Background: an optimization exercise with open tools, aiming at small area. Do not read the settings as production practice. Function was checked by simulation only, so behaviour that the tests miss may differ from the original. Power figures rest on the tool's default switching activity, not on a simulated workload. The flow treats the clock pin as an ideal source, which a real chip does not have.

v36:
// filter_mod
module filter_mod #(
    parameter WIDTH = 8,
    parameter DEPTH = 64,
    parameter LINE_BITS = 10,
    parameter ROWS = 48,
    parameter COLS = 64
)
(
    input clk,
    input reset,
    input [WIDTH-1:0] r_data_in,
    input [WIDTH-1:0] g_data_in,
    input [WIDTH-1:0] b_data_in,
    input data_in_done,
    output [WIDTH-1:0] r_data_out,
    output [WIDTH-1:0] g_data_out,
    output [WIDTH-1:0] b_data_out,
    output data_out_done
);
localparam TAPS = 2 * COLS;
reg [3*WIDTH-1:0] hist [0:TAPS-1];
wire [3*WIDTH-1:0] pix_in = {r_data_in, g_data_in, b_data_in};
integer k;
always @(posedge clk) begin
    hist[0] <= pix_in;
    for (k = 1; k < TAPS; k = k + 1)
        hist[k] <= hist[k-1];
end
reg [5:0] col;       
reg [5:0] row;       
reg       line_in;   
reg       run;       
always @(posedge clk) begin
    if (reset) begin
        col <= 6'd0;
        row <= 6'd0;
        line_in <= 1'b0;
        run <= 1'b0;
    end else if (data_in_done) begin
        col <= col + 6'd1;
        if (run && col == 6'd0)
            row <= (row == ROWS-1) ? 6'd0 : row + 6'd1;
        if (col == COLS-1)
            line_in <= 1'b1;
        if (line_in)
            run <= 1'b1;
    end
end
wire top_row = (row == 6'd0);
wire bot_row = (row == ROWS-1);
wire lft_col = (col == 6'd1);    
wire rgt_col = (col == 6'd0);    
wire [3*WIDTH-1:0] p_below  = pix_in;
wire [3*WIDTH-1:0] p_right  = hist[COLS-2];
wire [3*WIDTH-1:0] p_centre = hist[COLS-1];
wire [3*WIDTH-1:0] p_left   = hist[COLS];
wire [3*WIDTH-1:0] p_above  = hist[TAPS-1];
function [WIDTH-1:0] sharpen;
    input [WIDTH-1:0] c, l, r, a, b;
    reg [11:0] s;    
    begin
        s = {2'b00, c, 2'b00} + {4'b0000, c}
  ...
export LEC_CHECK = 0
export CAP_MARGIN = 20
export CORE_MARGIN = 2
export CORE_UTILIZATION = 85
export PLACE_DENSITY = 0.9
export SLEW_MARGIN = 20
create_clock -name core_clock -period 6.0 [get_ports {clk}]
standard.sh (not shown) runs the stock make flow with config.mk's settings and CLKGATE_MAP_FILE= SYNTH_SCRIPT=/design/flow/synth_recipe.tcl, a recipe that flattens the netlist after the stock synthesis.
==> flow/flow/run.sh <==
#!/bin/bash
# The standard layout, with clock tree synthesis told not to add dummy loads.
set -euo pipefail
export CTS_ARGS="-sink_clustering_enable -repair_clock_nets -dont_use_dummy_load -sink_clustering_size 30 -sink_clustering_max_diameter 50"
bash standard.sh > standard_flow.log 2>&1
v36 never completed, since it errored out during detailed placement.
#### Input delta (v18 over v36)
Settings: CORE_UTILIZATION now 40, was 85; PLACE_DENSITY no longer set, was 0.9.
==> flow/run.sh (new file) <==
#!/bin/bash
# synth_recipe.tcl (not shown) runs the flow's synth.tcl, then flattens the netlist and writes it again
# the make line also repeats each setting of config.mk as NAME=value (left out here)
make -C /OpenROAD-flow-scripts/flow DESIGN_CONFIG=/design/flow/config.mk WORK_HOME=/design/flow/orfs CLKGATE_MAP_FILE= SYNTH_SCRIPT=/design/flow/synth_recipe.tcl finish
removed: flow/flow/run.sh
removed: flow/standard.sh
### Flow results
From v18 to v36, total I/O pin count did not move at all.
Going from v36 to v18, complex-gate fraction of the synthesized area did not really move; weighted congestion at the end of routability-driven global placement went down.
Of v36 and v18, the lower number of placement rows belongs to v36.
v36 -> v18: y dimension of the die increased by more than a quarter
v18: flow completed, timing, DRC and antenna clean
Comparing v18 against v36, there is no change at all in synthesized cell count.
Between v36 and v18, the flow reports overall die width increasing by more than a quarter.
v18 -> v36: area after synthesis delta 0, exact match
Input changes introduced in v10 (baseline for comparison: v18):
Settings: an added CTS_CLUSTER_SIZE of 30; an added CTS_CLUSTER_DIAMETER of 50; an added PLACE_DENSITY of 0.8; a change of CORE_UTILIZATION from 40 to 70; an added ABC_AREA of 1.
--- outcome ---
Of v18 and v10, v10 shows the lower number of tapcells, with v18 above it.
On worst hold margin, v10 does better than v18.
Adder-cell area share of the yosys netlist delta (v18 -> v10): insignificant
Share of the cycle needed by the critical path after routing was higher in v10 than in v18.
v10 falls short of v18 in synthesized area.
Measured against each other, v18 and v10 differ in count of inverters other than clock inverters in the layout, the higher figure coming from v10.
Diff v18 -> v10 | floorplan die height | decrease of 99 um

========
Another version of the RTL of filter_mod (not shown whole).
Size in the first run: roughly 3600 cells after synthesis, roughly 52 I/O pins, roughly 0.067 sq mm of cells after synthesis.
==> flow/config.mk <==
export PLATFORM = sky130hd
export DESIGN_NAME = filter_mod
export DESIGN_NICKNAME = filter_mod
export VERILOG_FILES = /design/flow/design.v
export SDC_FILE = /design/flow/constraint.sdc
export NUM_CORES = 4
export LEC_CHECK = 0
export CAP_MARGIN = 20
export CORE_MARGIN = 2
export CORE_UTILIZATION = 60
export SETUP_SLACK_MARGIN = 0.1
export SLEW_MARGIN = 20
==> flow/constraint.sdc <==
create_clock -name core_clock -period 6.0 [get_ports {clk}]
set_input_delay 1.2000 -clock core_clock [delete_from_list [all_inputs] [get_ports {clk}]]
set_output_delay 1.2000 -clock core_clock [all_outputs]
set_load 0.01 [all_outputs]
==> flow/flow/run.sh <==
#!/bin/bash
# The standard layout with three changes that leave every register as the standard
# synthesis makes it:
#  - carry lookahead mapped with Yosys's own Brent-Kung $lcu instead of Kogge-Stone
#    (SYNTH_OPERATIONS_ARGS set, so synth.tcl adds no -extra-map),
#  - redundant inverters between full adders removed from the synthesised netlist
#    (flow/invpush.py: a full adder is self-dual),
#  - small port buffers, and clock tree synthesis without dummy loads.
# Each step's output goes to a log file of its own in this folder.
set -euo pipefail
export BUFFER_PORTS_ARGS="-buffer_cell sky130_fd_sc_hd__buf_1"
export CTS_ARGS="-sink_clustering_enable -repair_clock_nets -dont_use_dummy_load -root_buf sky130_fd_sc_hd__clkbuf_16 -tree_buf sky130_fd_sc_hd__clkbuf_8 -sink_clustering_buffer sky130_fd_sc_hd__clkbuf_16 -sink_clustering_size 36 -sink_clustering_max_diameter 80"
export SYNTH_OPERATIONS_ARGS="-nofsm"
RES=orfs/results/sky130hd/filter_mod/base
bash standard.sh synth > flow_synth.log 2>&1
cp $RES/1_2_yosys.v 1_2_yosys.orig.v
python3 flow/invpush.py 1_2_yosys.orig.v $RES/1_2_yosys.v > flow_invpush.log 2>&1
rm -f $RES/1_synth.odb $RES/1_synth.sdc
bash standard.sh finish > flow_finish.log 2>&1
Other scripts of this flow, unchanged in this note and not shown: flow/flow/invpush.py
Rerun with:
Settings changed: SETUP_SLACK_MARGIN 0.1 to 0.3.
Effect:
- sequential share of layout area does not change
- synthesized cell count stays the same
- final area stays the same
- wire length hardly moves
- count of clock-buffer cells in the layout stays the same
- total power stays flat
- die area is unchanged
- sequential cell count stays the same
- cell count stays the same
- setup slack gets worse by 0.0050 ns
- global-route usage stays flat
Rerun with:
--- a/flow/flow/run.sh
+++ b/flow/flow/run.sh
@@ -10,5 +10,5 @@
 set -euo pipefail
 export BUFFER_PORTS_ARGS="-buffer_cell sky130_fd_sc_hd__buf_1"
-export CTS_ARGS="-sink_clustering_enable -repair_clock_nets -dont_use_dummy_load -root_buf sky130_fd_sc_hd__clkbuf_16 -tree_buf sky130_fd_sc_hd__clkbuf_8 -sink_clustering_buffer sky130_fd_sc_hd__clkbuf_16 -sink_clustering_size 36 -sink_clustering_max_diameter 80"
+export CTS_ARGS="-sink_clustering_enable -repair_clock_nets -dont_use_dummy_load -root_buf sky130_fd_sc_hd__clkbuf_16 -tree_buf sky130_fd_sc_hd__clkbuf_8 -sink_clustering_buffer sky130_fd_sc_hd__clkbuf_16 -sink_clustering_size 36 -sink_clustering_max_diameter 100"
 export SYNTH_OPERATIONS_ARGS="-nofsm"
 RES=orfs/results/sky130hd/filter_mod/base
Routed wire length barely changes.
Final area barely changes.
Via count hardly moves.
Register-to-register slack gets worse by 0.05 ns.
Non-clock buffer count does not change.
Area after synthesis stays the same.
Sequential power is about the same.
Rerun with:
--- a/flow/flow/run.sh
+++ b/flow/flow/run.sh
@@ -10,5 +10,5 @@
 set -euo pipefail
 export BUFFER_PORTS_ARGS="-buffer_cell sky130_fd_sc_hd__buf_1"
-export CTS_ARGS="-sink_clustering_enable -repair_clock_nets -dont_use_dummy_load -root_buf sky130_fd_sc_hd__clkbuf_16 -tree_buf sky130_fd_sc_hd__clkbuf_8 -sink_clustering_buffer sky130_fd_sc_hd__clkbuf_16 -sink_clustering_size 36 -sink_clustering_max_diameter 100"
+export CTS_ARGS="-sink_clustering_enable -repair_clock_nets -buf_list {sky130_fd_sc_hd__clkbuf_8 sky130_fd_sc_hd__clkbuf_16} -dont_use_dummy_load -root_buf sky130_fd_sc_hd__clkbuf_16 -tree_buf sky130_fd_sc_hd__clkbuf_8 -sink_clustering_buffer sky130_fd_sc_hd__clkbuf_16 -sink_clustering_size 36 -sink_clustering_max_diameter 80"
 export SYNTH_OPERATIONS_ARGS="-nofsm"
 RES=orfs/results/sky130hd/filter_mod/base
=> Hold slack gets worse by 0.024 ns. Clock skew came out lower by 0.013 ns. Synthesized cell count stays the same.

afterwards: timing with drivers on the ports:
In the flow no input, the clock included, has a driving cell. The finished layouts below were timed again as built, in two steps.
Step 1 assumes that a clkbuf_16 drives the clock port and a buf_2 every other input.
Step 2 also shifts input and output timing later by t, the mid clock arrival at the registers, as if the neighbouring blocks saw the same clock.
a / b / c = no drivers / after step 1 / after step 2; a / b = the first two.
run	t (ns)	slack for setup (ns)	hold WS [ns]	worst register clock-pin slew, ns	cell pins on the clock port's net
v18	0.917	0.719 / 0.719 / 0.589	0.280 / 0.280 / 0.280	0.07 / 0.07	1
v10	0.839	0.395 / 0.395 / 0.395	0.309 / 0.309 / 0.309	0.11 / 0.11	1
the first run of note 2	0.740	0.702 / 0.702 / 0.509	0.242 / 0.242 / 0.242	0.12 / 0.12	1
the second run of note 2	0.740	0.697 / 0.697 / 0.508	0.242 / 0.242 / 0.242	0.12 / 0.12	1
the third run of note 2	0.729	0.648 / 0.648 / 0.505	0.266 / 0.266 / 0.266	0.12 / 0.12	1
the fourth run of note 2	0.740	0.697 / 0.697 / 0.508	0.242 / 0.242 / 0.242	0.12 / 0.12	1
After both steps setup and hold are still met in every run listed. The setup slack of the first run of note 2, which loses most, moves by 0.000 ns with the drivers and by -0.193 ns with both steps.
